Context: an optimization exercise on an open-source flow, tuned for small area, a short achievable clock period and few clock cycles per item. The choices shown serve that exercise and are no tape-out recipe. Where RTL was checked, it was by simulation tests only, not by an equivalence proof against the original. Only the layout flow was run in runs 3 to 5; the RTL was not checked for function there.

$ cat run.sh
#!/bin/bash
# synth_recipe.tcl (not shown) runs the flow's synth.tcl, then flattens the netlist and writes it again
# the make line also repeats each setting of config.mk as NAME=value (left out here)
make -C /OpenROAD-flow-scripts/flow DESIGN_CONFIG=/design/flow/config.mk WORK_HOME=/design/flow/orfs CLKGATE_MAP_FILE= SYNTH_SCRIPT=/design/flow/synth_recipe.tcl finish
$ cat constraint.sdc
create_clock -name core_clock -period 6.0 [get_ports {clk}]
set_input_delay 1.2000 -clock core_clock [delete_from_list [all_inputs] [get_ports {clk}]]
set_output_delay 1.2000 -clock core_clock [all_outputs]
set_load 0.01 [all_outputs]
$ cat design.v
module rom (
	input  [3:0]  addr,
	output [15:0] q
);
	assign q = (addr[1:0] == 2'd1) ? 16'h1dac :
	           (addr[1:0] == 2'd2) ? 16'h0fae :
	           (addr[1:0] == 2'd3) ? 16'h07f5 :
	           16'h03ff;
endmodule
module cordic_core (
	input             clk, rst, en,
	input      [15:0] z,
	input      [15:0] q,
	output     [3:0]  addr,
	output reg        done,
	output     [15:0] x, y
);
	reg               busy;
	reg        [3:0]  n;
	reg signed [15:0] xr, yr, zr;
	reg               inr;     
	reg               dn;      
	reg        [2:0]  kd;      
	reg        [3:0]  zs;      
	wire accept = en & ~busy;
	wire inr_v  = (zr[15:10] == 6'b000000) | (zr[15:10] == 6'b111111);
	function lt;
		input [15:0] a, c;
		integer i;
		begin
			lt = 1'b0;
			for (i = 0; i < 16; i = i + 1)
				if (c[i] ^ (i == 15))
					lt = ~(a[i] ^ (i == 15)) | lt;
				else
					lt = ~(a[i] ^ (i == 15)) & lt;
		end
	endfunction
	wire d0 = z[15];
	wire d1 = d0 ? lt(z, -16'sd12868) : lt(z, 16'sd12868);
	wire d2 = d0 ? (d1 ? lt(z, -16'sd20464) : lt(z, -16'sd5272))
	             : (d1 ? lt(z,  16'sd5272)  : lt(z,  16'sd20464));
	wire [15:0] x2 = (d1 == d0) ? (d0 ? 16'h136e : 16'h136f) : (d0 ? 16'h3a4c : 16'h3a4b);
	wire [15:0] y2 = d1 ? (d0 ? 16'hc5b5 : 16'h136f) : (d0 ? 16'hec91 : 16'h3a4b);
	wire [15:0] kz = (kd == 3'd0) ? 16'ha062 : (kd == 3'd1) ? 16'h04ea :
	                 (kd == 3'd2) ? 16'hdbba : (kd == 3'd3) ? 16'h4042 :
	                 (kd == 3'd4) ? 16'hbfbe : (kd == 3'd5) ? 16'h2446 :
	                 (kd == 3'd6) ? 16'hfb16 : 16'h5f9e;
	wire signed [15:0] ysh = yr >>> n;
	wire signed [15:0] xsh = xr >>> n;
	wire        [15:0] oy = ysh ^ {16{~dn}};
	wire        [15:0] ox = xsh ^ {16{dn}};
	wire        [15:0] qa = ({16{zs[1]}} & 16'h07f5) | ({16{zs[2]}} & 16'h03ff);
	wire        [15:0] oz = zs[0] ? kz : (qa ^ {16{~dn}});
	wire               cz = ~zs[0] & ~dn;
	wire        [16:0] sx = {xr, 1'b1} + {oy, ~dn};
	wire        [16:0] sy = {yr, 1'b1} + {ox, dn};
	wire        [16:0] sz = {zr, 1'b1} + {oz, cz};
	always @(posedge clk) begin
		if (accept) begin
			xr <= x2;
			yr <= y2;
			zr <= z;
			dn <= d2;
			n  <= 4'd2;
			zs <= 4'b0001;
		end else begin
			xr <= sx[16:1];
			yr <= sy[16:1];
			zr <= (|zs[2:0]) ? sz[16:1] : {zr[15], zr[13:0], 1'b0};
			n  <= n + 4'd1;
			zs <= {zs[2:0], 1'b0};
			if (|zs[2:0])
				dn <= sz[16];
			else if (zs[3] ? inr_v : inr)
				dn <= ~zr[9];
			else
				dn <= zr[15];
		end
		if (zs[3])
			inr <= inr_v;
		kd <= {d2, d1, d0};    
	end
	always @(posedge clk, posedge rst) begin
		if (rst) begin
			busy <= 1'b0;
			done <= 1'b0;
		end else begin
			busy <= accept | (busy & (n != 4'd14));
			done <= busy & (n == 4'd14);
		end
	end
	assign addr = n;
	assign x = xr;
	assign y = yr;
endmodule
module cordic (
	input                clk, rst, en,
	output               done,
	input  signed [15:0] z,
	output signed [15:0] x, y
);
	wire [3:0]  rom_addr;
	wire [15:0] rom_data;
	cordic_core u_cordic_core (
		.clk(clk), .rst(rst), .en(en), .z(z),
		.addr(rom_addr), .q(rom_data),
		.done(done), .x(x), .y(y)
	);
	rom u_rom (.addr(rom_addr), .q(rom_data));
endmodule
$ cat config.mk
export PLATFORM = sky130hd
export DESIGN_NAME = cordic
export DESIGN_NICKNAME = cordic
export VERILOG_FILES = /design/flow/design.v
export SDC_FILE = /design/flow/constraint.sdc
export NUM_CORES = 4
export LEC_CHECK = 0
export ABC_AREA = 1
export CAP_MARGIN = 20
export CORE_MARGIN = 2
export CORE_UTILIZATION = 60
export GPL_TIMING_DRIVEN = 1
export SETUP_SLACK_MARGIN = 3.0
export SLEW_MARGIN = 20
==> results of run 1 <==
-- stage by stage --
step	hold WS [ns]	worst slack (ns)	cell area [µm²]
finish	0.4929	2.918	7716
global route	0.5074	2.785	7716
CTS	0.4816	2.930	7121
detailed placement	0.4409	2.119	6713
global placement	0.4351	2.258	6713
floorplan	0.4311	3.012	6181
-- metal layers --
metal  vias up  track usage  wire (µm)
li1       3476            -          -
met1      3336       0.3976       7698
met2       450       0.6111      10360
met3       106      0.05875       1821
met4         0       0.1927       1018
met5         -            0          0
-- cell families after synthesis --
family                   after synthesis  share of synthesized area
AO/OA/AOI/OAI                        246                     0.2243
XOR/XNOR                              49                    0.06943
adder cells (fa/ha/maj)               50                     0.1020
buffers and inverters                124                    0.08441
flip-flops                            63                     0.2073
multiplexers                           3                   0.004858
AND/OR/NAND/NOR                      447                     0.3077
-- layout make-up --
type / instances / share of cell area
sequential: 63 / 0.1682
clock buffer: 13 / 0.02059
timing repair buffer: 88 / 0.1172
inverter: 89 / 0.04832
clock inverter: 3 / 0.01168
timing repair inverter: 2 / 0.001946
multi-input combinational: 795 / 0.6100
tap: 136 / 0.02205
-- worst max-delay path by stage --
stage                                   endpoint  slack (ns)  depth (start not counted)
floorplan           u_cordic_core.yr[10]$_DFF_P_        3.01                         18
global placement    u_cordic_core.yr[10]$_DFF_P_        2.26                         14
detailed placement  u_cordic_core.yr[10]$_DFF_P_        2.12                         14
CTS                 u_cordic_core.yr[10]$_DFF_P_        2.93                         16
global route        u_cordic_core.yr[10]$_DFF_P_        2.78                         20
finish              u_cordic_core.yr[10]$_DFF_P_        2.92                         20
-- placed cells by master (no fill, tap or decap), drive strengths merged, types with 9 or more instances in the layout --
master and n:
buf 34, dfxtp 60, a22oi 13, a21oi 71, xor2 38, nor2 61
a31oi 9, clkdlybuf4s50 48, o211ai 10, inv 85, ha 48, nand3 94
o21ai 119, nand2 271, xnor2 11, clkbuf 16
-- critical path: cells and delay by family, from the launching register on --
kind                     cells  cell delay (ns)
AO/OA/AOI/OAI                6             1.04
AND/OR/NAND/NOR             11             0.87
flip-flops                   1             0.47
adder cells (fa/ha/maj)      1             0.27
XOR/XNOR                     1             0.21
buffers and inverters        1             0.17
-- state kept, by name (all words and copies together), names as in the netlist --
| name | count |
|---|---|
| u_cordic_core.busy | 1 |
| u_cordic_core.dn | 1 |
| u_cordic_core.done | 1 |
| u_cordic_core.inr | 1 |
| u_cordic_core.kd | 3 |
| u_cordic_core.n | 4 |
| u_cordic_core.xr | 16 |
| u_cordic_core.yr | 16 |
| u_cordic_core.zr | 16 |
| u_cordic_core.zs | 4 |
-- timing repair --
item                                    4_1_cts  5_1_grt
buffers inserted                              0       27
resized for setup                            41      106
cloned                                        3        4
endpoints found under the setup margin       45       36
pin swaps                                     1       34
endpoints found under the hold margin         0        0
==> results.py, run 1 <==
metrics = {
    "status": {
        "status": "complete, no violations",
    },
    "min_path": {
        "hold_start": "u_cordic_core.zs[2]$_SDFF_PP0_",
        "min_to": "u_cordic_core.zs[3]$_SDFF_PP0_",
        "min_path_cells": 2,
        "hold_path_class": "flop to flop",
    },
    "finish": {
        "area_growth_pct": 24.84,
        "multi_input_area_um2": 4707,
        "final_util": 0.7611,
        "regArea_um2": 1297,
        "final_cell_count_no_fill": 1189,
        "antenna_cells": 0,
        "drive_gt1_frac": 0.1491,
        "fillers": 756,
        "nNetsFinal": 1116,
    },
    "worst_setup_path": {
        "critical_path.most_common_cell": "nand2_2",
        "critical-path-max-stage-delay_ns": 0.47,
        "crit_type": "flop to flop",
        "crit_required_ns": 6.31,
        "setup.worst_path.end_class": "flop",
        "rr_worst_depth": 20,
        "slowest_stage": "dfxtp_4",
        "critPathMaxFanout": 7,
        "rr_endpoint": "u_cordic_core.yr[10]$_DFF_P_",
        "startpoint_type": "flop",
        "r2r_start": "u_cordic_core.n[0]$_SDFF_PP0_",
        "reg2reg_slack_ns": 2.92,
        "crit_arrival_ns": 3.40,
        "cp_cell_sequence": "buf_12 > nand2_2 > nand2_2 > nor2_2 > a31oi_2 > o21ai_1 > o22ai_1 > xor2_1 > ha_2 > nor2_2 > nand2_2 > o21ai_4 > o21ai_4 > nand3_2 > nand2_2 > nand3_2 > a31oi_2 > or2_4 > nand3_1 > nand2_1",
        "crit_start": "u_cordic_core.n[0]$_SDFF_PP0_",
    },
    "global_routing": {
        "grt_pass1_wl_mm": 31.11,
        "grt_usage": 0.3473,
        "antenna_found_initial": 0,
        "grt_pass1_vias": 6721,
        "overflow": 0,
        "grt_max_degree": 41,
    },
    "logic_synthesis": {
        "ys.flop_type": "dfxtp_1",
        "ys_seq_area_frac": 0.2073,
        "synth_most_common_cell": "nand2_1",
        "yosys-top-cells-area": "dfxtp_1 (19%), nand2_1 (16%), ha_1 (9.7%)",
        "synth_area_um2": 6181,
        "synth_edf_count": 1,
        "postSynthAreaPerCell_um2": 6.294,
        "yosysWarningCount": 1,
        "synth_cells": 982,
        "ys_types": 51,
        "netlist_top_cells_count": "nand2_1 (258), o21ai_0 (105), nand3_1 (88)",
        "ys_ff_latch": 63,
        "synth_area_leader_cell": "dfxtp_1",
        "synth_top_area_share": 0.1943,
        "syn_nets": 1050,
        "synthArstFlopShare": 0.03175,
    },
    "timing": {
        "report.final.slew_viol_count": 0,
        "rsz0062_at_grt": "true",
        "final_hold_viol_count": 0,
        "skew_ns": 0.02199,
        "tightest_slew_ns": 0.4526,
        "fmax_mhz": 324.4,
        "max_slew_margin": 0.6951,
        "setup-violations-final": 0,
        "min_period_over_period": 0.5137,
        "finalCriticalPeriod_ns": 3.082,
        "setup_tns_ns": 0,
    },
    "clock_tree": {
        "cts_tree": "yes",
        "clkLatencyLatePin_ns": 0.39,
        "ctsHoldBuffers": 0,
        "cts_buffer_depth": 2,
        "clock-sinks": 63,
        "cts_root_buf": "clkbuf_8",
        "h-tree-depth": 3,
        "numCtsBuffers": 9,
        "cts.clk_slew.worst_paths_ns": 0.08,
    },
    "routing": {
        "vias_per_cell": 6.197,
        "drc": 0,
        "dr_total_vias": 7368,
        "first_pass_iters": 8,
        "routed_wirelength_mm": 20.89,
        "wl_per_cell_um": 17.57,
        "drt_iter0_drc": 756,
        "ant_nets": 0,
    },
    "floorplan": {
        "ios": 52,
        "rows": 37,
        "core_area_um2": 10140,
        "die_x_um": 105.5,
        "dieArea_um2": 11130,
        "die_h_um": 105.5,
        "initial_core_util": 0.6097,
    },
    "placement": {
        "gp_congestion": 0.9721,
        "hpwl_mm": 14.24,
        "dpl.cell_count": 1139,
        "io_buffers": 51,
    },
    "run": {
        "drv_cap": 0,
    },
}
Testbench counts, summed over its fixed seeds: cycles 33,600, items 2,400.
==> run 2, diff against run 1 <==
--- a/config.mk
+++ b/config.mk
@@ -11,4 +11,4 @@
 export CORE_UTILIZATION = 60
 export GPL_TIMING_DRIVEN = 1
-export SETUP_SLACK_MARGIN = 3.0
+export SETUP_SLACK_MARGIN = 2.8
 export SLEW_MARGIN = 20
==> results.py, run 2 <==
metrics = {
    "timing": {
        "min_period_over_period": 0.5095,
        "report.final.slew_viol_count": 0,
        "rsz0062_at_grt": "true",
        "finalCriticalPeriod_ns": 3.057,
        "skew_ns": 0.02201,
        "setup-violations-final": 0,
        "tightest_slew_ns": 0.6299,
        "setup_tns_ns": 0,
        "max_slew_margin": 0.5785,
        "fmax_mhz": 327.1,
        "final_hold_viol_count": 0,
    },
    "global_routing": {
        "grt_max_degree": 41,
        "overflow": 0,
        "grt_usage": 0.3434,
        "grt_pass1_vias": 6643,
        "grt_pass1_wl_mm": 30.78,
        "antenna_found_initial": 0,
    },
    "worst_setup_path": {
        "cpLargestDelayFamily": "compound AO/OA/AOI/OAI gates",
        "crit_required_ns": 6.26,
        "crit_buf_inv": 2,
        "critical_path.most_common_cell": "nand3_1",
        "critPathMaxFanout": 9,
        "setup.worst_path.end_class": "flop",
        "crit_start": "u_cordic_core.n[0]$_SDFF_PP0_",
        "r2r_start": "u_cordic_core.n[0]$_SDFF_PP0_",
        "crit_arrival_ns": 3.32,
        "startpoint_type": "flop",
        "cp_cell_sequence": "clkbuf_16 > o21ai_0 > o21ai_1 > nand2_1 > nand3_1 > nand2_1 > xor2_1 > ha_1 > nand3_1 > nand2_2 > a31oi_4 > o21ai_2 > inv_1 > o21ai_2 > nand4_1 > nand3_1 > nand3_1",
        "slowest_stage": "dfxtp_4",
        "critical-path-max-stage-delay_ns": 0.45,
        "crit_type": "flop to flop",
    },
    "logic_synthesis": {
        "synth_top_area_share": 0.1943,
        "postSynthAreaPerCell_um2": 6.294,
        "synth_cells": 982,
        "ys.flop_type": "dfxtp_1",
        "yosysWarningCount": 1,
        "yosys-top-cells-area": "dfxtp_1 (19%), nand2_1 (16%), ha_1 (9.7%)",
        "synth_most_common_cell": "nand2_1",
        "ys_seq_area_frac": 0.2073,
        "netlist_top_cells_count": "nand2_1 (258), o21ai_0 (105), nand3_1 (88)",
        "synth_edf_count": 1,
        "ys_ff_latch": 63,
        "syn_nets": 1050,
        "synth_area_leader_cell": "dfxtp_1",
        "ys_types": 51,
        "synthArstFlopShare": 0.03175,
        "synth_area_um2": 6181,
    },
    "clock_tree": {
        "cts_buffer_depth": 2,
        "clock-sinks": 63,
        "clkLatencyLatePin_ns": 0.38,
        "cts_tree": "yes",
        "numCtsBuffers": 9,
        "h-tree-depth": 3,
        "cts.clk_slew.worst_paths_ns": 0.09,
        "cts_root_buf": "clkbuf_8",
    },
    "floorplan": {
        "initial_core_util": 0.6097,
        "die_x_um": 105.5,
        "die_h_um": 105.5,
        "core_area_um2": 10140,
        "dieArea_um2": 11130,
        "rows": 37,
        "ios": 52,
    },
    "finish": {
        "fillers": 858,
        "area_growth_pct": 18.10,
        "final_cell_count_no_fill": 1170,
        "layout_common_cells": "nand2_1 (256), o21ai_0 (91), nand3_1 (86)",
        "antenna_cells": 0,
        "nNetsFinal": 1097,
        "drive_gt1_frac": 0.09284,
        "regArea_um2": 1292,
        "multi_input_area_um2": 4499,
        "mostFrequentLayoutCell": "nand2_1",
        "reg_top3": "u_cordic_core.xr x16, u_cordic_core.yr x16, u_cordic_core.zr x16",
    },
    "min_path": {
        "hold_path_class": "flop to flop",
        "hold_start": "u_cordic_core.zs[2]$_SDFF_PP0_",
    },
    "routing": {
        "first_pass_iters": 5,
        "routed_wirelength_mm": 19.58,
        "drc": 0,
        "ant_nets": 0,
        "wl_per_cell_um": 16.73,
        "dr_total_vias": 7081,
        "drt_iter0_drc": 650,
        "vias_per_cell": 6.052,
    },
    "placement": {
        "gp_congestion": 0.9721,
        "io_buffers": 51,
        "dpl.cell_count": 1139,
        "hpwl_mm": 14.24,
    },
    "run": {
        "drv_cap": 0,
    },
    "status": {
        "status": "complete, no violations",
    },
}
[run 2: cell counts after synthesis]
Identical to the previous run, type by type.
[run 2: area by class of cell]
class / instances / share of cell area
sequential: 63 / 0.1771
inverter: 89 / 0.04988
clock buffer: 13 / 0.02177
timing repair buffer: 69 / 0.09719
timing repair inverter: 2 / 0.002057
clock inverter: 3 / 0.01234
tap: 136 / 0.02331
multi-input combinational: 795 / 0.6164
[run 2: timing repair]
item / in CTS / in global routing
gates resized for setup: 18 / 49
pin swaps: 0 / 10
buffers inserted: 0 / 11
setup endpoints to repair: 34 / 33
gates cloned: 2 / 2
hold buffers: 0 / 0
[run 2: metrics by stage]
stage	setup slack (ns)	util	cell area (µm²)	hold slack, ns
5_1_grt	2.717	0.7200	7300	0.4965
2_1_floorplan	3.012	-	6181	0.4311
4_1_cts	2.801	0.6926	7022	0.4816
3_5_place_dp	2.119	0.6621	6713	0.4409
3_3_place_gp	2.258	0.6621	6713	0.4351
6_report	2.943	0.7200	7300	0.4813
[run 2: cells by family (layout without fill, tap and decap cells)]
group	Yosys count	in the layout	share of synthesized area
compound gates	246	246	0.2243
xor+xnor	49	49	0.06943
fa+ha+maj	50	50	0.1020
buf+inv	124	176	0.08441
flops	63	63	0.2073
mux	3	3	0.004858
simple gates	447	447	0.3077
[run 2: final timing paths]
path | slack (ns) | cells after the start | end
setup / recovery | 2.94 | 17 | u_cordic_core.xr[12]$_SDFF_PP1_
hold / removal | 0.48 | 2 | u_cordic_core.zs[3]$_SDFF_PP0_
setup reg to reg | 2.94 | 17 | u_cordic_core.xr[12]$_SDFF_PP1_
hold reg to reg | 0.48 | 2 | u_cordic_core.zs[3]$_SDFF_PP0_
max in group asynchronous | 4.89 | 2 | u_cordic_core.done$_DFF_PP0_
min in group asynchronous | 1.00 | 2 | u_cordic_core.busy$_DFF_PP0_
[run 2: tightest hold or removal path: cells and delay by family (launching register included)]
kind	cells	cell delay, ns
DFF	1	0.34
buffers and inverters	1	0.06
and+or+nand+nor	1	0.05
[run 2: metal layers]
layer	vias up	global-route usage	part of all wire
met4	0	0.1729	0.045
met1	3213	0.3963	0.39
li1	3423	-	-
met3	92	0.05813	0.069
met5	-	0	0
met2	353	0.6088	0.49
==> run 3, diff against run 2 <==
--- a/design.v
+++ b/design.v
@@ -47,8 +47,8 @@
 	                 (kd == 3'd4) ? 16'hbfbe : (kd == 3'd5) ? 16'h2446 :
 	                 (kd == 3'd6) ? 16'hfb16 : 16'h5f9e;
-	wire signed [15:0] ysh = yr >>> n;
-	wire signed [15:0] xsh = xr >>> n;
-	wire        [15:0] oy = ysh ^ {16{~dn}};
-	wire        [15:0] ox = xsh ^ {16{dn}};
+	wire signed [15:0] yc = yr ^ {16{~dn}};
+	wire signed [15:0] xc = xr ^ {16{dn}};
+	wire        [15:0] oy = yc >>> n;
+	wire        [15:0] ox = xc >>> n;
 	wire        [15:0] qa = ({16{zs[1]}} & 16'h07f5) | ({16{zs[2]}} & 16'h03ff);
 	wire        [15:0] oz = zs[0] ? kz : (qa ^ {16{~dn}});
==> results.py, run 3 <==
metrics = {
    "status": {
        "status": "complete, no violations",
    },
    "floorplan": {
        "ios": 52,
        "dieArea_um2": 11080,
        "core_area_um2": 9864,
        "die_x_um": 105.3,
        "initial_core_util": 0.6239,
        "die_h_um": 105.3,
        "rows": 36,
    },
    "timing": {
        "finalCriticalPeriod_ns": 3.079,
        "final_hold_viol_count": 0,
        "max_slew_margin": 0.5979,
        "min_period_over_period": 0.5132,
        "report.final.slew_viol_count": 0,
        "tightest_slew_ns": 0.6010,
        "setup_tns_ns": 0,
        "rsz0062_at_grt": "true",
        "fmax_mhz": 324.7,
        "setup-violations-final": 0,
        "skew_ns": 0.01297,
    },
    "min_path": {
        "hold_path_class": "flop to flop",
        "hold_start": "u_cordic_core.busy$_DFF_PP0_",
        "min_path_cells": 2,
        "min_to": "u_cordic_core.busy$_DFF_PP0_",
    },
    "clock_tree": {
        "cts_tree": "yes",
        "h-tree-depth": 3,
        "clkLatencyLatePin_ns": 0.36,
        "cts.clk_slew.worst_paths_ns": 0.08,
        "numCtsBuffers": 9,
        "cts_root_buf": "clkbuf_8",
        "cts_buffer_depth": 2,
        "ctsHoldBuffers": 0,
        "clock-sinks": 63,
    },
    "worst_setup_path": {
        "rr_endpoint": "u_cordic_core.yr[12]$_DFF_P_",
        "r2r_start": "u_cordic_core.dn$_DFF_P_",
        "setup.worst_path.end_class": "flop",
        "critPathMaxFanout": 10,
        "rr_worst_depth": 17,
        "crit_arrival_ns": 3.30,
        "crit_required_ns": 6.22,
        "startpoint_type": "flop",
        "reg2reg_slack_ns": 2.92,
        "crit_type": "flop to flop",
    },
    "logic_synthesis": {
        "yosysWarningCount": 1,
        "ys.flop_type": "dfxtp_1",
        "netlist_top_cells_count": "nand2_1 (275), o21ai_0 (106), inv_1 (93)",
        "synth_top_area_share": 0.1952,
        "synth_area_um2": 6155,
        "yosys-top-cells-area": "dfxtp_1 (20%), nand2_1 (17%), ha_1 (9.8%)",
        "ys_ff_latch": 63,
        "ys_seq_area_frac": 0.2082,
        "synth_edf_count": 1,
        "synthArstFlopShare": 0.03175,
        "ys_types": 44,
        "synth_most_common_cell": "nand2_1",
        "synth_area_leader_cell": "dfxtp_1",
        "postSynthAreaPerCell_um2": 6.274,
        "syn_nets": 1051,
        "synth_cells": 981,
    },
    "global_routing": {
        "grt_pass1_vias": 5918,
        "grt_usage": 0.3277,
        "use_met3": 0.05751,
        "overflow": 0,
        "grt_max_degree": 41,
        "busiest_layer": "met2",
        "met2_usage": 0.5359,
        "use_met1": 0.4391,
        "grt_pass1_wl_mm": 29.21,
        "antenna_found_initial": 0,
    },
    "placement": {
        "io_buffers": 51,
        "gp_congestion": 0.9750,
        "hpwl_mm": 13.74,
        "place_area_um2": 6706,
    },
    "finish": {
        "reg_top3": "u_cordic_core.xr x16, u_cordic_core.yr x16, u_cordic_core.zr x16",
        "nNetsFinal": 1094,
        "antenna_cells": 0,
        "layout_common_cells": "nand2_1 (274), inv_1 (93), o21ai_0 (89)",
        "mostFrequentLayoutCell": "nand2_1",
        "area_growth_pct": 15.92,
        "drive_gt1_frac": 0.06220,
        "fillers": 877,
        "design_area_um2": 7134,
    },
    "routing": {
        "routed_wirelength_mm": 17.93,
        "vias_per_cell": 5.648,
        "dr_total_vias": 6563,
        "first_pass_iters": 6,
        "drc": 0,
        "wl_per_cell_um": 15.43,
        "drt_iter0_drc": 463,
        "ant_nets": 0,
    },
    "run": {
        "drv_cap": 0,
    },
}
## run 3: changes by cell type in the layout (fill, tap and decap cells not counted), sizes merged, moves of 7 or more
cell / delta
a21oi: +8
inv: +10
nand3: -37
nand3b: +7
xnor2: +11
xor2: -13
## run 3: kinds of logic after synthesis
| kind of cell | share of synthesized area |
|---|---|
| fa+ha+maj | 0.1090 |
| xor+xnor | 0.06688 |
| mux | 0.01138 |
| flops | 0.2082 |
| buf+inv | 0.08701 |
| simple gates | 0.2852 |
| compound gates | 0.2324 |
## run 3: area by class of cell
class,count,area (µm²),area share
clock buffers,11,151.4,0.02122
clock inverters,5,80.08,0.01122
inverters,97,371.6,0.05209
multi-input cells,789,4427,0.6205
flip-flops and latches,63,1287,0.1805
well taps,133,166.4,0.02333
repair buffers,64,650.6,0.09120
## run 3: how the worst max path moves through the flow
stage	cells past startpoint	slack, ns	end	startpoint
6_report	17	2.92	u_cordic_core.yr[12]$_DFF_P_	u_cordic_core.dn$_DFF_P_
5_1_grt	19	2.71	u_cordic_core.xr[13]$_DFF_P_	u_cordic_core.dn$_DFF_P_
4_1_cts	15	2.80	u_cordic_core.yr[9]$_DFF_P_	u_cordic_core.n[1]$_SDFF_PP1_
3_5_place_dp	13	2.18	u_cordic_core.yr[9]$_DFF_P_	u_cordic_core.n[2]$_SDFF_PP0_
3_3_place_gp	13	2.29	u_cordic_core.yr[9]$_DFF_P_	u_cordic_core.n[2]$_SDFF_PP0_
2_1_floorplan	19	3.19	u_cordic_core.xr[13]$_DFF_P_	u_cordic_core.dn$_DFF_P_
## run 3: critical path: stages, from the launching register on
cell       delay (ns)
dfxtp_4          0.38
clkbuf_16        0.18
xnor2_1          0.25
nand2_1          0.07
o21ai_0          0.12
o21ai_1          0.16
buf_4            0.16
o211ai_1         0.16
o21ai_0          0.14
ha_1             0.40
nand2_1          0.12
o21ai_0          0.21
nand2_1          0.07
nand3_1          0.13
nand3_1          0.09
nand2_1          0.08
xor2_1           0.14
o21ai_0          0.08
## run 3: per-layer routing
layer | wire (µm) | up-vias
li1 | - | 3379
met1 | 8016 | 2879
met2 | 8068 | 270
met3 | 1427 | 35
met4 | 421 | 0
met5 | 0 | -
## run 3: per-stage QoR
step           utilization  hold slack (ns)  setup slack (ns)  cells
2_1_floorplan            -           0.4311             3.190    981
3_3_place_gp        0.6799           0.4542             2.286   1139
3_5_place_dp        0.6799           0.4603             2.183   1139
4_1_cts             0.7062           0.4800             2.796   1156
5_1_grt             0.7232           0.5064             2.709   1162
6_report            0.7232           0.4778             2.921   1162
## run 3: what timing repair did
item,4_1_cts,5_1_grt
gates cloned,0,1
resized for setup,10,37
endpoints found under the setup margin,34,34
pin swaps,0,5
setup buffers,1,4
==> run 4, diff against run 3 <==
--- a/config.mk
+++ b/config.mk
@@ -11,4 +11,4 @@
 export CORE_UTILIZATION = 60
 export GPL_TIMING_DRIVEN = 1
-export SETUP_SLACK_MARGIN = 2.8
+export SETUP_SLACK_MARGIN = 2.6
 export SLEW_MARGIN = 20
==> results.py, run 4 <==
metrics = {
    "status": {
        "status": "complete, no violations",
    },
    "finish": {
        "layout_common_cells": "nand2_1 (275), o21ai_0 (96), inv_1 (93)",
        "drive_gt1_frac": 0.04785,
        "fillers": 902,
        "area_growth_pct": 13.95,
        "final_util": 0.7109,
        "mostFrequentLayoutCell": "nand2_1",
        "final_cell_count_no_fill": 1157,
        "nNetsFinal": 1089,
        "reg_top3": "u_cordic_core.xr x16, u_cordic_core.yr x16, u_cordic_core.zr x16",
        "antenna_cells": 0,
    },
    "floorplan": {
        "ios": 52,
        "core_area_um2": 9864,
        "die_x_um": 105.3,
        "die_h_um": 105.3,
        "initial_core_util": 0.6239,
        "rows": 36,
        "dieArea_um2": 11080,
    },
    "timing": {
        "setup-violations-final": 0,
        "min_period_over_period": 0.5348,
        "final_hold_viol_count": 0,
        "finalCriticalPeriod_ns": 3.209,
        "report.final.slew_viol_count": 0,
        "fmax_mhz": 311.6,
        "max_slew_margin": 0.5964,
        "fin_ws_ns": 2.791,
        "fin_hold_ws_ns": 0.4787,
        "tightest_slew_ns": 0.6032,
        "skew_ns": 0.01353,
        "rsz0062_at_grt": "true",
        "setup_tns_ns": 0,
    },
    "logic_synthesis": {
        "synth-compound-area-share": 0.2324,
        "postSynthAreaPerCell_um2": 6.274,
        "synthAdderAreaFrac": 0.1090,
        "synth_top_area_share": 0.1952,
        "synth_area_um2": 6155,
        "ys_ff_latch": 63,
        "synth_area_leader_cell": "dfxtp_1",
        "syn_nets": 1051,
        "yosys-top-cells-area": "dfxtp_1 (20%), nand2_1 (17%), ha_1 (9.8%)",
        "synthMuxAreaShare": 0.01138,
        "yosysWarningCount": 1,
        "netlist_top_cells_count": "nand2_1 (275), o21ai_0 (106), inv_1 (93)",
        "synth_edf_count": 1,
        "synth_most_common_cell": "nand2_1",
        "synth_cells": 981,
        "synthXorXnorAreaFrac": 0.06688,
        "ys_seq_area_frac": 0.2082,
        "ys_types": 44,
        "synth-simple-area-share": 0.2852,
        "ys.flop_type": "dfxtp_1",
        "synthArstFlopShare": 0.03175,
        "synth_top_family_by_area": "simple AND/OR/NAND/NOR gates",
    },
    "clock_tree": {
        "cts.clk_slew.worst_paths_ns": 0.08,
        "h-tree-depth": 3,
        "clock-sinks": 63,
        "cts_buffer_depth": 2,
        "clkLatencyLatePin_ns": 0.36,
        "cts_root_buf": "clkbuf_8",
        "cts_tree": "yes",
        "numCtsBuffers": 9,
        "ctsHoldBuffers": 0,
    },
    "routing": {
        "routed_wirelength_mm": 17.67,
        "ant_nets": 0,
        "first_pass_iters": 7,
        "drc": 0,
        "dr_total_vias": 6512,
        "wl_per_cell_um": 15.27,
        "drt_iter0_drc": 443,
        "vias_per_cell": 5.628,
    },
    "worst_setup_path": {
        "crit_required_ns": 6.29,
        "setup.worst_path.end_class": "flop",
        "critPathMaxFanout": 40,
        "startpoint_type": "input pin",
        "crit_arrival_ns": 3.50,
        "crit_type": "input pin to flop",
    },
    "global_routing": {
        "grt_pass1_vias": 5916,
        "grt_max_degree": 41,
        "grt_pass1_wl_mm": 29.10,
        "overflow": 0,
        "grt_usage": 0.3261,
        "antenna_found_initial": 0,
    },
    "min_path": {
        "hold_path_class": "flop to flop",
    },
    "run": {
        "drv_cap": 0,
    },
    "placement": {
        "hpwl_mm": 13.74,
        "pre_cts_slack_ns": 2.183,
        "dpl.cell_count": 1139,
        "gp_congestion": 0.9750,
        "io_buffers": 51,
    },
}
-- run 4: cell counts after synthesis --
No cell type changed its count.
-- run 4: logic make-up after synthesis --
logic type	count (synthesis)
buffers and inverters	129
xor gates and xnor gates	47
and+or+nand+nor	428
muxes	7
DFF	63
AOI/OAI and AO/OA	255
adders and majority gates	52
-- run 4: worst paths after layout --
path / start / endpoint / slack, ns / cells past startpoint
min reg2reg: u_cordic_core.busy$_DFF_PP0_ / u_cordic_core.busy$_DFF_PP0_ / 0.48 / 2
max: en / u_cordic_core.zr[7]$_DFF_P_ / 2.79 / 10
max in group asynchronous: rst / u_cordic_core.done$_DFF_PP0_ / 4.91 / 2
max reg2reg: u_cordic_core.dn$_DFF_P_ / u_cordic_core.yr[8]$_DFF_P_ / 2.80 / 15
min in group asynchronous: rst / u_cordic_core.busy$_DFF_PP0_ / 0.99 / 2
min: u_cordic_core.busy$_DFF_PP0_ / u_cordic_core.busy$_DFF_PP0_ / 0.48 / 2
-- run 4: what timing repair did --
| item | in CTS | in global routing |
|---|---|---|
| buffers inserted | 0 | 1 |
| gates cloned | 0 | 0 |
| endpoints found under the setup margin | 24 | 23 |
| resized for setup | 6 | 19 |
-- run 4: per-layer routing --
metal / vias up / global-route usage / part of all wire / wire (µm)
met5: - / 0 / 0 / 0
met2: 249 / 0.5304 / 0.45 / 7974
met3: 32 / 0.05751 / 0.077 / 1361
met1: 2853 / 0.4376 / 0.45 / 7971
met4: 0 / 0.1048 / 0.021 / 363
li1: 3378 / - / - / -
-- run 4: cell type report --
cell class	count	area, µm²	area share
multi-input cells	789	4372	0.6234
repair buffers	59	589.3	0.08403
clock buffers	11	151.4	0.02159
inverters	97	367.9	0.05245
well taps	133	166.4	0.02373
flip-flops and latches	63	1286	0.1834
clock inverters	5	80.08	0.01142
-- run 4: stage by stage --
step           area (µm²)
2_1_floorplan        6155
3_3_place_gp         6706
3_5_place_dp         6706
4_1_cts              6955
5_1_grt              7013
6_report             7013
-- run 4: worst max-delay path, stage by stage --
cell             delay [ns]
clkdlybuf4s50_1        0.42
nand2_2                0.07
buf_4                  0.34
inv_1                  0.10
buf_4                  0.29
nor2_2                 0.44
inv_1                  0.28
a21oi_1                0.16
o21ai_0                0.11
nand2_1                0.07
==> run 5, diff against run 4 <==
--- a/config.mk
+++ b/config.mk
@@ -11,4 +11,4 @@
 export CORE_UTILIZATION = 60
 export GPL_TIMING_DRIVEN = 1
-export SETUP_SLACK_MARGIN = 2.6
+export SETUP_SLACK_MARGIN = 3.0
 export SLEW_MARGIN = 20
==> results.py, run 5 <==
metrics = {
    "worst_setup_path": {
        "crit_arrival_ns": 3.22,
        "crit_required_ns": 6.22,
        "r2r_start": "u_cordic_core.dn$_DFF_P_",
        "startpoint_type": "flop",
        "reg2reg_slack_ns": 2.99,
        "rr_endpoint": "u_cordic_core.yr[6]$_DFF_P_",
        "rr_worst_depth": 17,
        "crit_type": "flop to flop",
        "setup.worst_path.end_class": "flop",
        "critPathMaxFanout": 5,
    },
    "logic_synthesis": {
        "ys_seq_area_frac": 0.2082,
        "netlist_top_cells_count": "nand2_1 (275), o21ai_0 (106), inv_1 (93)",
        "syn_nets": 1051,
        "synth_cells": 981,
        "synthArstFlopShare": 0.03175,
        "synth_top_area_share": 0.1952,
        "synth_area_leader_cell": "dfxtp_1",
        "synth_edf_count": 1,
        "yosys-top-cells-area": "dfxtp_1 (20%), nand2_1 (17%), ha_1 (9.8%)",
        "postSynthAreaPerCell_um2": 6.274,
        "yosysWarningCount": 1,
        "ys_types": 44,
        "synth_area_um2": 6155,
        "ys_ff_latch": 63,
        "ys.flop_type": "dfxtp_1",
        "synth_most_common_cell": "nand2_1",
    },
    "routing": {
        "vias_per_cell": 5.758,
        "dr_total_vias": 6806,
        "routed_wirelength_mm": 19.16,
        "drc": 0,
        "first_pass_iters": 5,
        "drt_iter0_drc": 566,
        "ant_nets": 0,
        "wl_per_cell_um": 16.21,
    },
    "finish": {
        "layout_common_cells": "nand2_1 (268), inv_1 (91), a21oi_1 (64)",
        "area_growth_pct": 24.68,
        "drive_gt1_frac": 0.1439,
        "design_area_um2": 7674,
        "mostFrequentLayoutCell": "nand2_1",
        "multi_input_area_um2": 4773,
        "nNetsFinal": 1114,
        "antenna_cells": 0,
        "regArea_um2": 1287,
        "fillers": 768,
        "reg_top3": "u_cordic_core.xr x16, u_cordic_core.yr x16, u_cordic_core.zr x16",
    },
    "timing": {
        "fmax_mhz": 332.8,
        "setup-violations-final": 0,
        "setup_tns_ns": 0,
        "rsz0062_at_grt": "true",
        "finalCriticalPeriod_ns": 3.005,
        "min_period_over_period": 0.5009,
        "final_hold_viol_count": 0,
        "skew_ns": 0.01490,
        "tightest_slew_ns": 0.7012,
        "max_slew_margin": 0.5320,
        "report.final.slew_viol_count": 0,
        "fin_hold_ws_ns": 0.4806,
    },
    "min_path": {
        "hold_start": "u_cordic_core.busy$_DFF_PP0_",
        "min_to": "u_cordic_core.busy$_DFF_PP0_",
        "hold_path_class": "flop to flop",
        "min_path_cells": 2,
    },
    "clock_tree": {
        "cts_buffer_depth": 2,
        "cts_tree": "yes",
        "cts_root_buf": "clkbuf_8",
        "h-tree-depth": 3,
        "ctsHoldBuffers": 0,
        "cts.clk_slew.worst_paths_ns": 0.08,
        "clock-sinks": 63,
        "numCtsBuffers": 9,
        "clkLatencyLatePin_ns": 0.36,
    },
    "global_routing": {
        "grt_pass1_wl_mm": 29.41,
        "grt_pass1_vias": 5969,
        "antenna_found_initial": 0,
        "grt_max_degree": 41,
        "overflow": 0,
        "grt_usage": 0.3299,
    },
    "placement": {
        "gp_congestion": 0.9750,
        "hpwl_mm": 13.74,
        "place_area_um2": 6706,
        "io_buffers": 51,
    },
    "floorplan": {
        "rows": 36,
        "dieArea_um2": 11080,
        "die_h_um": 105.3,
        "initial_core_util": 0.6239,
        "ios": 52,
        "core_area_um2": 9864,
        "die_x_um": 105.3,
    },
    "run": {
        "drv_cap": 0,
    },
    "status": {
        "status": "complete, no violations",
    },
}
run 5: cell counts after synthesis:
No cell type changed its count.
run 5: metal layers:
layer / part of all wire / vias to the layer above / wire (µm) / GRT usage
li1: - / 3419 / - / -
met1: 0.43 / 3034 / 8192 / 0.4391
met2: 0.47 / 316 / 8966 / 0.5396
met3: 0.082 / 37 / 1578 / 0.05999
met4: 0.022 / 0 / 421 / 0.1057
met5: 0 / - / 0 / 0
run 5: worst max-delay path: stages, from the launching register on:
cell	delay, ns
dfxtp_4	0.39
clkbuf_16	0.18
xor2_1	0.18
mux2i_1	0.25
nand2_1	0.08
o21ai_1	0.11
nor2_1	0.08
a31oi_2	0.20
o21ai_1	0.09
ha_1	0.34
buf_4	0.16
nand2_1	0.09
inv_1	0.06
a21boi_2	0.17
o21ai_2	0.12
buf_4	0.15
xnor2_1	0.12
o21ai_0	0.09
run 5: how the worst max path moves through the flow:
stage	start	to	slack [ns]	depth (start not counted)
after global placement	u_cordic_core.n[2]$_SDFF_PP0_	u_cordic_core.yr[9]$_DFF_P_	2.29	13
after floorplan	u_cordic_core.dn$_DFF_P_	u_cordic_core.xr[13]$_DFF_P_	3.19	19
after CTS	u_cordic_core.n[1]$_SDFF_PP1_	u_cordic_core.yr[9]$_DFF_P_	2.97	15
after global routing	u_cordic_core.n[0]$_SDFF_PP0_	u_cordic_core.yr[6]$_DFF_P_	2.85	15
after detailed placement	u_cordic_core.n[2]$_SDFF_PP0_	u_cordic_core.yr[9]$_DFF_P_	2.18	13
final	u_cordic_core.dn$_DFF_P_	u_cordic_core.yr[6]$_DFF_P_	2.99	17
run 5: cells by family after synthesis:
logic type,Yosys count,share of synthesized area
simple gates,428,0.2852
compound gates,255,0.2324
buf+inv,129,0.08701
flops,63,0.2082
fa+ha+maj,52,0.1090
xor+xnor,47,0.06688
mux,7,0.01138
run 5: cell type report:
| type | instances | share of cell area |
|---|---|---|
| multi-input cells | 789 | 0.6220 |
| flip-flops and latches | 63 | 0.1678 |
| repair buffers | 84 | 0.1088 |
| inverters | 97 | 0.04957 |
| well taps | 133 | 0.02169 |
| clock buffers | 11 | 0.01973 |
| clock inverters | 5 | 0.01044 |
run 5: repair_timing:
| item | CTS | global route |
|---|---|---|
| pin swaps | 0 | 27 |
| gates resized for setup | 24 | 126 |
| cloned | 0 | 2 |
| endpoints found under the setup margin | 47 | 35 |
| setup buffers | 2 | 23 |
run 5: stage by stage:
step,instances,util,setup slack [ns]
final,1182,0.7779,2.995
after global routing,1182,0.7779,2.850
after floorplan,981,-,3.190
after detailed placement,1139,0.6799,2.183
after global placement,1139,0.6799,2.286
after CTS,1157,0.7126,2.968
==> run 6, diff against run 5 <==
--- a/design.v
+++ b/design.v
@@ -1,10 +1,10 @@
 module rom (
-	input  [3:0]  addr,
+	input  [2:0]  addr,
 	output [15:0] q
 );
-	assign q = (addr[1:0] == 2'd1) ? 16'h1dac :
-	           (addr[1:0] == 2'd2) ? 16'h0fae :
-	           (addr[1:0] == 2'd3) ? 16'h07f5 :
-	           16'h03ff;
+	assign q = (addr == 3'd0) ? 16'ha062 : (addr == 3'd1) ? 16'h04ea :
+	           (addr == 3'd2) ? 16'hdbba : (addr == 3'd3) ? 16'h4042 :
+	           (addr == 3'd4) ? 16'hbfbe : (addr == 3'd5) ? 16'h2446 :
+	           (addr == 3'd6) ? 16'hfb16 : 16'h5f9e;
 endmodule
 module cordic_core (
@@ -12,5 +12,5 @@
 	input      [15:0] z,
 	input      [15:0] q,
-	output     [3:0]  addr,
+	output     [2:0]  addr,
 	output reg        done,
 	output     [15:0] x, y
@@ -43,8 +43,4 @@
 	wire [15:0] x2 = (d1 == d0) ? (d0 ? 16'h136e : 16'h136f) : (d0 ? 16'h3a4c : 16'h3a4b);
 	wire [15:0] y2 = d1 ? (d0 ? 16'hc5b5 : 16'h136f) : (d0 ? 16'hec91 : 16'h3a4b);
-	wire [15:0] kz = (kd == 3'd0) ? 16'ha062 : (kd == 3'd1) ? 16'h04ea :
-	                 (kd == 3'd2) ? 16'hdbba : (kd == 3'd3) ? 16'h4042 :
-	                 (kd == 3'd4) ? 16'hbfbe : (kd == 3'd5) ? 16'h2446 :
-	                 (kd == 3'd6) ? 16'hfb16 : 16'h5f9e;
 	wire signed [15:0] yc = yr ^ {16{~dn}};
 	wire signed [15:0] xc = xr ^ {16{dn}};
@@ -52,5 +48,5 @@
 	wire        [15:0] ox = xc >>> n;
 	wire        [15:0] qa = ({16{zs[1]}} & 16'h07f5) | ({16{zs[2]}} & 16'h03ff);
-	wire        [15:0] oz = zs[0] ? kz : (qa ^ {16{~dn}});
+	wire        [15:0] oz = zs[0] ? q : (qa ^ {16{~dn}});
 	wire               cz = ~zs[0] & ~dn;
 	wire        [16:0] sx = {xr, 1'b1} + {oy, ~dn};
@@ -91,5 +87,5 @@
 		end
 	end
-	assign addr = n;
+	assign addr = kd;
 	assign x = xr;
 	assign y = yr;
@@ -101,5 +97,5 @@
 	output signed [15:0] x, y
 );
-	wire [3:0]  rom_addr;
+	wire [2:0]  rom_addr;
 	wire [15:0] rom_data;
 	cordic_core u_cordic_core (
--- a/config.mk
+++ b/config.mk
@@ -11,4 +11,4 @@
 export CORE_UTILIZATION = 60
 export GPL_TIMING_DRIVEN = 1
-export SETUP_SLACK_MARGIN = 3.0
+export SETUP_SLACK_MARGIN = 2.8
 export SLEW_MARGIN = 20
==> results.py, run 6 <==
metrics = {
    "timing": {
        "max_slew_margin": 0.6378,
        "finalCriticalPeriod_ns": 3.191,
        "report.final.slew_viol_count": 0,
        "setup-violations-final": 0,
        "skew_ns": 0.009360,
        "fin_hold_ws_ns": 0.4783,
        "rsz0062_at_grt": "true",
        "min_period_over_period": 0.5318,
        "tightest_slew_ns": 0.5415,
        "setup_tns_ns": 0,
        "final_hold_viol_count": 0,
        "fin_ws_ns": 2.809,
        "fmax_mhz": 313.4,
    },
    "finish": {
        "mostFrequentLayoutCell": "nand2_1",
        "drive_gt1_frac": 0.09913,
        "reg_top3": "u_cordic_core.xr x16, u_cordic_core.yr x16, u_cordic_core.zr x16",
        "design_area_um2": 7351,
        "antenna_cells": 0,
        "layout_common_cells": "nand2_1 (272), inv_1 (93), o21ai_0 (78)",
        "multi_input_area_um2": 4558,
        "final_util": 0.7452,
        "nNetsFinal": 1104,
        "fillers": 833,
        "regArea_um2": 1287,
        "final_cell_count_no_fill": 1172,
        "area_growth_pct": 19.43,
    },
    "logic_synthesis": {
        "synth_top_area_share": 0.1952,
        "syn_nets": 1051,
        "synth_edf_count": 1,
        "postSynthAreaPerCell_um2": 6.274,
        "ys_types": 44,
        "ys_ff_latch": 63,
        "synthMuxAreaShare": 0.01138,
        "yosysWarningCount": 1,
        "ys_seq_area_frac": 0.2082,
        "yosys-top-cells-area": "dfxtp_1 (20%), nand2_1 (17%), ha_1 (9.8%)",
        "synth_cells": 981,
        "synth-compound-area-share": 0.2324,
        "synth-simple-area-share": 0.2852,
        "synth_most_common_cell": "nand2_1",
        "synth_top_family_by_area": "simple AND/OR/NAND/NOR gates",
        "ys.flop_type": "dfxtp_1",
        "synth_area_um2": 6155,
        "netlist_top_cells_count": "nand2_1 (275), o21ai_0 (106), inv_1 (93)",
        "synthAdderAreaFrac": 0.1090,
        "synth_area_leader_cell": "dfxtp_1",
        "synthArstFlopShare": 0.03175,
        "synthXorXnorAreaFrac": 0.06688,
    },
    "worst_setup_path": {
        "r2r_start": "u_cordic_core.dn$_DFF_P_",
        "startpoint_type": "flop",
        "setup.worst_path.end_class": "flop",
        "slowest_stage": "ha_1",
        "rr_endpoint": "u_cordic_core.yr[9]$_DFF_P_",
        "crit_arrival_ns": 3.43,
        "critPathMaxFanout": 9,
        "rr_worst_depth": 18,
        "crit_type": "flop to flop",
        "critical-path-max-stage-delay_ns": 0.41,
        "reg2reg_slack_ns": 2.81,
        "crit_required_ns": 6.24,
        "cp_cell_sequence": "buf_6 > clkbuf_16 > xor2_2 > mux2i_1 > nand2_1 > o21ai_2 > nor2_1 > a31oi_1 > o21ai_0 > ha_1 > nand3_1 > nand2_2 > a21boi_2 > o21ai_2 > a21oi_2 > or2_2 > nand3_1 > nand2_1",
        "setup.worst_path.end": "u_cordic_core.yr[9]$_DFF_P_",
        "crit_start": "u_cordic_core.dn$_DFF_P_",
    },
    "routing": {
        "routed_wirelength_mm": 18.73,
        "drt_iter0_drc": 563,
        "wl_per_cell_um": 15.98,
        "first_pass_iters": 5,
        "vias_per_cell": 5.738,
        "drc": 0,
        "dr_total_vias": 6725,
        "ant_nets": 0,
    },
    "clock_tree": {
        "cts_buffer_depth": 2,
        "clock-sinks": 63,
        "ctsHoldBuffers": 0,
        "cts_tree": "yes",
        "numCtsBuffers": 9,
        "cts_root_buf": "clkbuf_8",
        "clkLatencyLatePin_ns": 0.35,
        "h-tree-depth": 3,
        "cts.clk_slew.worst_paths_ns": 0.08,
    },
    "floorplan": {
        "die_x_um": 105.3,
        "dieArea_um2": 11080,
        "core_area_um2": 9864,
        "die_h_um": 105.3,
        "initial_core_util": 0.6239,
        "rows": 36,
        "ios": 52,
    },
    "global_routing": {
        "grt_pass1_wl_mm": 29.42,
        "grt_usage": 0.3300,
        "grt_pass1_vias": 6124,
        "antenna_found_initial": 0,
        "grt_max_degree": 41,
        "overflow": 0,
    },
    "placement": {
        "io_buffers": 51,
        "gp_congestion": 0.9779,
        "place_area_um2": 6714,
        "dpl.cell_count": 1140,
        "pre_cts_slack_ns": 2.177,
        "hpwl_mm": 13.67,
    },
    "run": {
        "drv_cap": 0,
    },
    "min_path": {
        "hold_path_class": "flop to flop",
    },
    "status": {
        "status": "complete, no violations",
    },
}
[run 6: per-layer routing]
| layer | global-route usage | vias to the layer above | routed length (µm) |
|---|---|---|---|
| li1 | - | 3389 | - |
| met3 | 0.07607 | 35 | 1511 |
| met2 | 0.5493 | 288 | 8662 |
| met4 | 0.09429 | 0 | 385 |
| met5 | 0 | - | 0 |
| met1 | 0.4262 | 3013 | 8173 |
[run 6: worst max-delay path, delay by kind of cell, from the launching register on]
family | cells | cell delay (ns)
XOR/XNOR | 1 | 0.19
multiplexers | 1 | 0.20
AND/OR/NAND/NOR | 7 | 0.82
buffers and inverters | 2 | 0.33
adder cells (fa/ha/maj) | 1 | 0.41
AO/OA/AOI/OAI | 6 | 0.74
flip-flops | 1 | 0.38
[run 6: final cells by class]
class | instances | area share
Inverter | 97 | 0.05089
Timing Repair Buffer | 74 | 0.1004
Clock inverter | 4 | 0.006809
Tap cell | 133 | 0.02264
Multi-Input combinational cell | 789 | 0.6201
Clock buffer | 12 | 0.02400
Sequential cell | 63 | 0.1751
[run 6: worst min-delay path by stage]
stage | startpoint | to | slack (ns) | cells past startpoint
global placement | u_cordic_core.busy$_DFF_PP0_ | u_cordic_core.busy$_DFF_PP0_ | 0.46 | 2
global route | u_cordic_core.busy$_DFF_PP0_ | u_cordic_core.busy$_DFF_PP0_ | 0.52 | 2
detailed placement | u_cordic_core.busy$_DFF_PP0_ | u_cordic_core.busy$_DFF_PP0_ | 0.47 | 2
finish | u_cordic_core.busy$_DFF_PP0_ | u_cordic_core.busy$_DFF_PP0_ | 0.48 | 2
CTS | u_cordic_core.zs[1]$_SDFF_PP0_ | u_cordic_core.zs[2]$_SDFF_PP0_ | 0.48 | 2
floorplan | u_cordic_core.zs[2]$_SDFF_PP0_ | u_cordic_core.zs[3]$_SDFF_PP0_ | 0.43 | 2
[run 6: cells by family after synthesis]
| kind of cell | Yosys count |
|---|---|
| AOI/OAI and AO/OA | 255 |
| xor gates and xnor gates | 47 |
| adders and majority gates | 52 |
| buffers and inverters | 129 |
| DFF | 63 |
| muxes | 7 |
| and+or+nand+nor | 428 |
[run 6: timing repair]
action                                 CTS  global route
endpoints found under the hold margin    0             0
setup buffers                            1            13
cloned                                   0             2
resized for setup                       15            75
pin swaps                                0            15
setup endpoints to repair               37            28
Testbench counts of run 6, summed over its fixed seeds: cycles 33,600, items 2,400.
==> run 7, diff against run 6 <==
--- a/design.v
+++ b/design.v
@@ -17,5 +17,5 @@
 );
 	reg               busy;
-	reg        [3:0]  n;
+	reg        [3:0]  m;       
 	reg signed [15:0] xr, yr, zr;
 	reg               inr;     
@@ -45,6 +45,8 @@
 	wire signed [15:0] yc = yr ^ {16{~dn}};
 	wire signed [15:0] xc = xr ^ {16{dn}};
-	wire        [15:0] oy = yc >>> n;
-	wire        [15:0] ox = xc >>> n;
+	wire signed [15:0] yc2 = yc >>> 2;
+	wire signed [15:0] xc2 = xc >>> 2;
+	wire        [15:0] oy = yc2 >>> m;
+	wire        [15:0] ox = xc2 >>> m;
 	wire        [15:0] qa = ({16{zs[1]}} & 16'h07f5) | ({16{zs[2]}} & 16'h03ff);
 	wire        [15:0] oz = zs[0] ? q : (qa ^ {16{~dn}});
@@ -59,5 +61,5 @@
 			zr <= z;
 			dn <= d2;
-			n  <= 4'd2;
+			m  <= 4'd0;
 			zs <= 4'b0001;
 		end else begin
@@ -65,5 +67,5 @@
 			yr <= sy[16:1];
 			zr <= (|zs[2:0]) ? sz[16:1] : {zr[15], zr[13:0], 1'b0};
-			n  <= n + 4'd1;
+			m  <= m + 4'd1;
 			zs <= {zs[2:0], 1'b0};
 			if (|zs[2:0])
@@ -83,6 +85,6 @@
 			done <= 1'b0;
 		end else begin
-			busy <= accept | (busy & (n != 4'd14));
-			done <= busy & (n == 4'd14);
+			busy <= accept | (busy & (m != 4'd12));
+			done <= busy & (m == 4'd12);
 		end
 	end
--- a/config.mk
+++ b/config.mk
@@ -11,4 +11,4 @@
 export CORE_UTILIZATION = 60
 export GPL_TIMING_DRIVEN = 1
-export SETUP_SLACK_MARGIN = 2.8
+export SETUP_SLACK_MARGIN = 3.0
 export SLEW_MARGIN = 20
==> results.py, run 7 <==
metrics = {
    "status": {
        "status": "complete, no violations",
    },
    "routing": {
        "routed_wirelength_mm": 19.69,
        "ant_nets": 0,
        "drt_iter0_drc": 625,
        "drc": 0,
        "wl_per_cell_um": 16.92,
        "dr_total_vias": 6925,
        "vias_per_cell": 5.949,
        "first_pass_iters": 6,
    },
    "floorplan": {
        "dieArea_um2": 10840,
        "ios": 52,
        "rows": 36,
        "die_x_um": 104.1,
        "core_area_um2": 9729,
        "initial_core_util": 0.6179,
        "die_h_um": 104.1,
    },
    "timing": {
        "setup_tns_ns": 0,
        "setup-violations-final": 0,
        "min_period_over_period": 0.5232,
        "final_hold_viol_count": 0,
        "rsz0062_at_grt": "true",
        "tightest_slew_ns": 0.6439,
        "skew_ns": 0.01048,
        "finalCriticalPeriod_ns": 3.139,
        "fmax_mhz": 318.6,
        "report.final.slew_viol_count": 0,
        "max_slew_margin": 0.5703,
    },
    "logic_synthesis": {
        "ys_seq_area_frac": 0.2131,
        "yosysWarningCount": 1,
        "ys.flop_type": "dfxtp_1",
        "synth_top_family_by_area": "simple AND/OR/NAND/NOR gates",
        "synthAdderAreaFrac": 0.1099,
        "synth_edf_count": 1,
        "ys_ff_latch": 63,
        "synth_area_leader_cell": "dfxtp_1",
        "postSynthAreaPerCell_um2": 6.335,
        "synth-compound-area-share": 0.2333,
        "yosys-top-cells-area": "dfxtp_1 (20%), nand2_1 (16%), ha_1 (10%)",
        "synthXorXnorAreaFrac": 0.06681,
        "synth_cells": 949,
        "synthMuxAreaShare": 0.008325,
        "netlist_top_cells_count": "nand2_1 (250), inv_1 (98), o21ai_0 (93)",
        "synth_top_area_share": 0.1998,
        "synth_most_common_cell": "nand2_1",
        "synth_area_um2": 6012,
        "synthArstFlopShare": 0.03175,
        "ys_types": 47,
        "synth-simple-area-share": 0.2751,
        "syn_nets": 1019,
    },
    "global_routing": {
        "grt_max_degree": 41,
        "grt_pass1_wl_mm": 29.87,
        "antenna_found_initial": 0,
        "overflow": 0,
        "grt_usage": 0.3375,
        "grt_pass1_vias": 6311,
    },
    "clock_tree": {
        "cts_tree": "yes",
        "clock-sinks": 63,
        "numCtsBuffers": 9,
        "clkLatencyLatePin_ns": 0.37,
        "cts_root_buf": "clkbuf_8",
        "cts_buffer_depth": 2,
        "cts.clk_slew.worst_paths_ns": 0.07,
        "h-tree-depth": 3,
    },
    "worst_setup_path": {
        "critPathMaxFanout": 7,
        "slowest_stage": "dfxtp_4",
        "setup.worst_path.end_class": "flop",
        "startpoint_type": "flop",
        "critical-path-max-stage-delay_ns": 0.40,
        "critical_path.most_common_cell": "nand2_1",
        "cp_cell_sequence": "buf_8 > buf_4 > xor2_4 > or2_2 > o21ai_1 > a21oi_1 > nand2_1 > o21ai_1 > ha_1 > nand2_1 > inv_1 > a21boi_2 > o21ai_2 > a21oi_2 > or2_1 > nand3_1 > nand2_1",
        "crit_required_ns": 6.26,
        "reg2reg_slack_ns": 2.86,
        "crit_type": "flop to flop",
        "crit_arrival_ns": 3.40,
    },
    "finish": {
        "area_growth_pct": 25.68,
        "final_util": 0.7766,
        "drive_gt1_frac": 0.1523,
        "reg_top3": "u_cordic_core.xr x16, u_cordic_core.yr x16, u_cordic_core.zr x16",
        "antenna_cells": 0,
        "nNetsFinal": 1096,
        "layout_common_cells": "nand2_1 (242), inv_1 (95), a21oi_1 (72)",
        "mostFrequentLayoutCell": "nand2_1",
    },
    "run": {
        "drv_cap": 0,
    },
    "placement": {
        "hpwl_mm": 13.42,
        "gp_congestion": 0.9472,
        "io_buffers": 51,
    },
    "min_path": {
        "hold_path_class": "flop to flop",
    },
}
[run 7: final cells by class]
| cell class | count | area (µm²) |
|---|---|---|
| timing repair buffer | 92 | 872.1 |
| fill | 742 | 2173 |
| timing repair inverter | 3 | 22.52 |
| inverter | 101 | 396.6 |
| multi-input combinational | 756 | 4567 |
| clock buffer | 13 | 168.9 |
| tap | 133 | 166.4 |
| sequential | 63 | 1297 |
| clock inverter | 3 | 65.06 |
[run 7: critical path: cells and delay by family (launching register included)]
| kind | cells | cell delay (ns) |
|---|---|---|
| AOI/OAI and AO/OA | 6 | 0.75 |
| xor gates and xnor gates | 1 | 0.20 |
| DFF | 1 | 0.40 |
| and+or+nand+nor | 6 | 0.86 |
| buffers and inverters | 3 | 0.42 |
| adders and majority gates | 1 | 0.39 |
[run 7: logic make-up (layout without fill, tap and decap cells)]
kind of cell               after synthesis  in the layout
adders and majority gates               51             51
DFF                                     63             63
muxes                                    5              5
AOI/OAI and AO/OA                      252            252
and+or+nand+nor                        403            403
buffers and inverters                  130            212
xor gates and xnor gates                45             45
[run 7: stage by stage]
step	instance area (µm²)	hold WS [ns]	setup WS (ns)	instances
global route	7556	0.4839	2.755	1164
floorplan	6012	0.4311	3.299	949
detailed placement	6523	0.4490	1.860	1106
finish	7556	0.4664	2.861	1164
CTS	6963	0.4642	2.906	1137
global placement	6523	0.4457	1.955	1106
[run 7: worst paths after layout]
kind | depth (start not counted) | end | start
worst min-delay path | 2 | u_cordic_core.zs[2]$_SDFF_PP0_ | u_cordic_core.zs[1]$_SDFF_PP0_
worst min register to register | 2 | u_cordic_core.zs[2]$_SDFF_PP0_ | u_cordic_core.zs[1]$_SDFF_PP0_
max in group asynchronous | 2 | u_cordic_core.done$_DFF_PP0_ | rst
min in group asynchronous | 2 | u_cordic_core.busy$_DFF_PP0_ | rst
worst max-delay path | 17 | u_cordic_core.yr[9]$_DFF_P_ | u_cordic_core.dn$_DFF_P_
worst max register to register | 17 | u_cordic_core.yr[9]$_DFF_P_ | u_cordic_core.dn$_DFF_P_
[run 7: routing by layer]
layer | GRT usage | part of all wire
met1 | 0.4016 | 0.38
met2 | 0.6043 | 0.50
met3 | 0.04699 | 0.073
met4 | 0.1458 | 0.045
met5 | 0 | 0
[run 7: repair_timing]
item,CTS,global route
resized for setup,28,97
setup endpoints to repair,49,36
pin swaps,1,21
hold buffers,0,0
buffers inserted,12,26
gates cloned,3,1
Testbench counts of run 7, summed over its fixed seeds: cycles 33,600, items 2,400.
==> run 8, diff against run 7 <==
--- a/config.mk
+++ b/config.mk
@@ -9,6 +9,6 @@
 export CAP_MARGIN = 20
 export CORE_MARGIN = 2
-export CORE_UTILIZATION = 60
+export CORE_UTILIZATION = 65
 export GPL_TIMING_DRIVEN = 1
-export SETUP_SLACK_MARGIN = 3.0
+export SETUP_SLACK_MARGIN = 2.8
 export SLEW_MARGIN = 20
==> results.py, run 8 <==
metrics = {
    "timing": {
        "max_slew_margin": 0.5478,
        "setup_tns_ns": 0,
        "final_hold_viol_count": 0,
        "tightest_slew_ns": 0.6776,
        "skew_ns": 0.007993,
        "finalCriticalPeriod_ns": 3.290,
        "min_period_over_period": 0.5484,
    },
    "worst_setup_path": {
        "crit_required_ns": 6.26,
        "critPathMaxFanout": 8,
        "cp_cell_sequence": "buf_4 > xor2_1 > o21ai_1 > mux2i_1 > nand2_1 > o21ai_1 > a21oi_1 > ha_1 > a21o_1 > a21oi_1 > nand2_1 > a21oi_2 > inv_1 > nand2_1 > nand3b_1 > nand3_1 > nand2_1",
        "reg2reg_slack_ns": 2.71,
        "crit_arrival_ns": 3.55,
        "rr_worst_depth": 17,
        "critical_path.most_common_cell": "nand2_1",
    },
    "finish": {
        "reg_top3": "u_cordic_core.xr x16, u_cordic_core.yr x16, u_cordic_core.zr x16",
        "area_growth_pct": 18.02,
        "drive_gt1_frac": 0.09323,
        "layout_common_cells": "nand2_1 (248), inv_1 (96), a21oi_1 (84)",
    },
    "floorplan": {
        "initial_core_util": 0.6600,
        "ios": 52,
    },
    "global_routing": {
        "grt_usage": 0.3680,
        "grt_pass1_wl_mm": 29.77,
        "grt_pass1_vias": 6488,
        "antenna_found_initial": 0,
        "overflow": 0,
    },
    "min_path": {
        "min_path_cells": 2,
    },
    "logic_synthesis": {
        "postSynthAreaPerCell_um2": 6.335,
        "synthArstFlopShare": 0.03175,
        "yosys-top-cells-area": "dfxtp_1 (20%), nand2_1 (16%), ha_1 (10%)",
        "ys.flop_type": "dfxtp_1",
        "netlist_top_cells_count": "nand2_1 (250), inv_1 (98), o21ai_0 (93)",
        "synthXorXnorAreaFrac": 0.06681,
        "yosysWarningCount": 1,
        "synth_edf_count": 1,
        "ys_types": 47,
        "synth_most_common_cell": "nand2_1",
        "synth_area_um2": 6012,
    },
    "placement": {
        "gp_congestion": 0.9650,
        "hpwl_mm": 13.16,
    },
    "clock_tree": {
        "h-tree-depth": 3,
        "numCtsBuffers": 9,
    },
    "routing": {
        "first_pass_iters": 7,
        "drc": 0,
        "wl_per_cell_um": 16.87,
    },
    "status": {
        "status": "complete, no violations",
    },
}
[run 8: per-layer routing]
metal	track usage	vias to the layer above	share of wire
li1	-	3290	-
met1	0.4305	3167	0.37
met2	0.6634	381	0.50
met3	0.05362	100	0.077
met4	0.1633	0	0.049
met5	0	-	0
[run 8: cells by family after synthesis]
family          Yosys count
simple gates            403
compound gates          252
buf+inv                 130
flops                    63
fa+ha+maj                51
xor+xnor                 45
mux                       5
[run 8: worst max-delay path, delay by kind of cell (launching register included)]
| family | cells | cell delay [ns] |
|---|---|---|
| flip-flops | 1 | 0.46 |
| multiplexers | 1 | 0.27 |
| adder cells (fa/ha/maj) | 1 | 0.39 |
| buffers and inverters | 2 | 0.21 |
| AO/OA/AOI/OAI | 6 | 1.05 |
| AND/OR/NAND/NOR | 6 | 0.55 |
| XOR/XNOR | 1 | 0.28 |
[run 8: layout make-up]
| class | count | area share |
|---|---|---|
| multi-input cells | 756 | 0.6018 |
| flip-flops and latches | 63 | 0.1829 |
| repair buffers | 81 | 0.1053 |
| inverters | 101 | 0.05590 |
| well taps | 111 | 0.01957 |
| clock buffers | 10 | 0.01940 |
| clock inverters | 6 | 0.01305 |
| repair inverters | 2 | 0.002116 |
[run 8: how the worst max path moves through the flow]
stage | startpoint | end | cells past startpoint | slack [ns]
2_1_floorplan | u_cordic_core.dn$_DFF_P_ | u_cordic_core.yr[9]$_DFF_P_ | 18 | 3.30
3_3_place_gp | u_cordic_core.m[0]$_SDFF_PP0_ | u_cordic_core.xr[11]$_DFF_P_ | 16 | 2.07
3_5_place_dp | u_cordic_core.m[0]$_SDFF_PP0_ | u_cordic_core.xr[11]$_DFF_P_ | 17 | 1.93
4_1_cts | en | u_cordic_core.zr[1]$_DFF_P_ | 6 | 2.83
5_1_grt | u_cordic_core.dn$_DFF_P_ | u_cordic_core.xr[14]$_SDFF_PP0_ | 16 | 2.60
6_report | u_cordic_core.dn$_DFF_P_ | u_cordic_core.xr[11]$_DFF_P_ | 17 | 2.71
[run 8: timing repair]
action / in CTS / in global routing
pin swaps: 0 / 10
setup endpoints to repair: 39 / 29
setup buffers: 7 / 22
resized for setup: 16 / 35
gates cloned: 2 / 0
[run 8: per-stage QoR]
stage / std cells / hold slack, ns / area (µm²)
floorplan: 949 / 0.4311 / 6012
detailed placement: 1083 / 0.4478 / 6487
global route: 1130 / 0.4881 / 7096
finish: 1130 / 0.4727 / 7096
CTS: 1108 / 0.4696 / 6833
global placement: 1083 / 0.4509 / 6487

-- port drivers added, routing unchanged --
How much do the figures lean on ideal ports? The routed layouts below were timed once more, with nothing changed but the port constraints.
Step 1, drivers: a clkbuf_16 drives clk and a buf_2 each remaining input, both assumed.
Step 2 moves the port delays by t, midway between the first and last clock arrival at a register: inputs arrive t later, outputs are due t later. That takes back most of the time a late clock gives input paths.
a / b / c = no drivers / after step 1 / after step 2; a / b = the first two.
run | t (ns) | setup WS [ns] | worst hold slack (ns) | worst data-port slew with drivers (ns)
run 1 | 0.413 | 2.918 / 2.918 / 2.723 | 0.493 / 0.493 / 0.493 | 0.03
run 2 | 0.406 | 2.943 / 2.943 / 2.591 | 0.481 / 0.481 / 0.481 | 0.03
run 3 | 0.383 | 2.921 / 2.921 / 2.621 | 0.478 / 0.478 / 0.478 | 0.03
run 4 | 0.384 | 2.791 / 2.796 / 2.419 | 0.479 / 0.479 / 0.479 | 0.03
run 5 | 0.388 | 2.995 / 2.995 / 2.733 | 0.481 / 0.481 / 0.481 | 0.03
run 6 | 0.382 | 2.809 / 2.809 / 2.691 | 0.478 / 0.478 / 0.478 | 0.03
run 7 | 0.403 | 2.861 / 2.861 / 2.740 | 0.466 / 0.466 / 0.466 | 0.03
run 8 | 0.392 | 2.710 / 2.710 / 2.620 | 0.473 / 0.473 / 0.473 | 0.03
After both steps setup and hold are still met in every run listed. The setup slack of run 4, which loses most, moves by +0.005 ns with the drivers and by -0.372 ns with both steps.
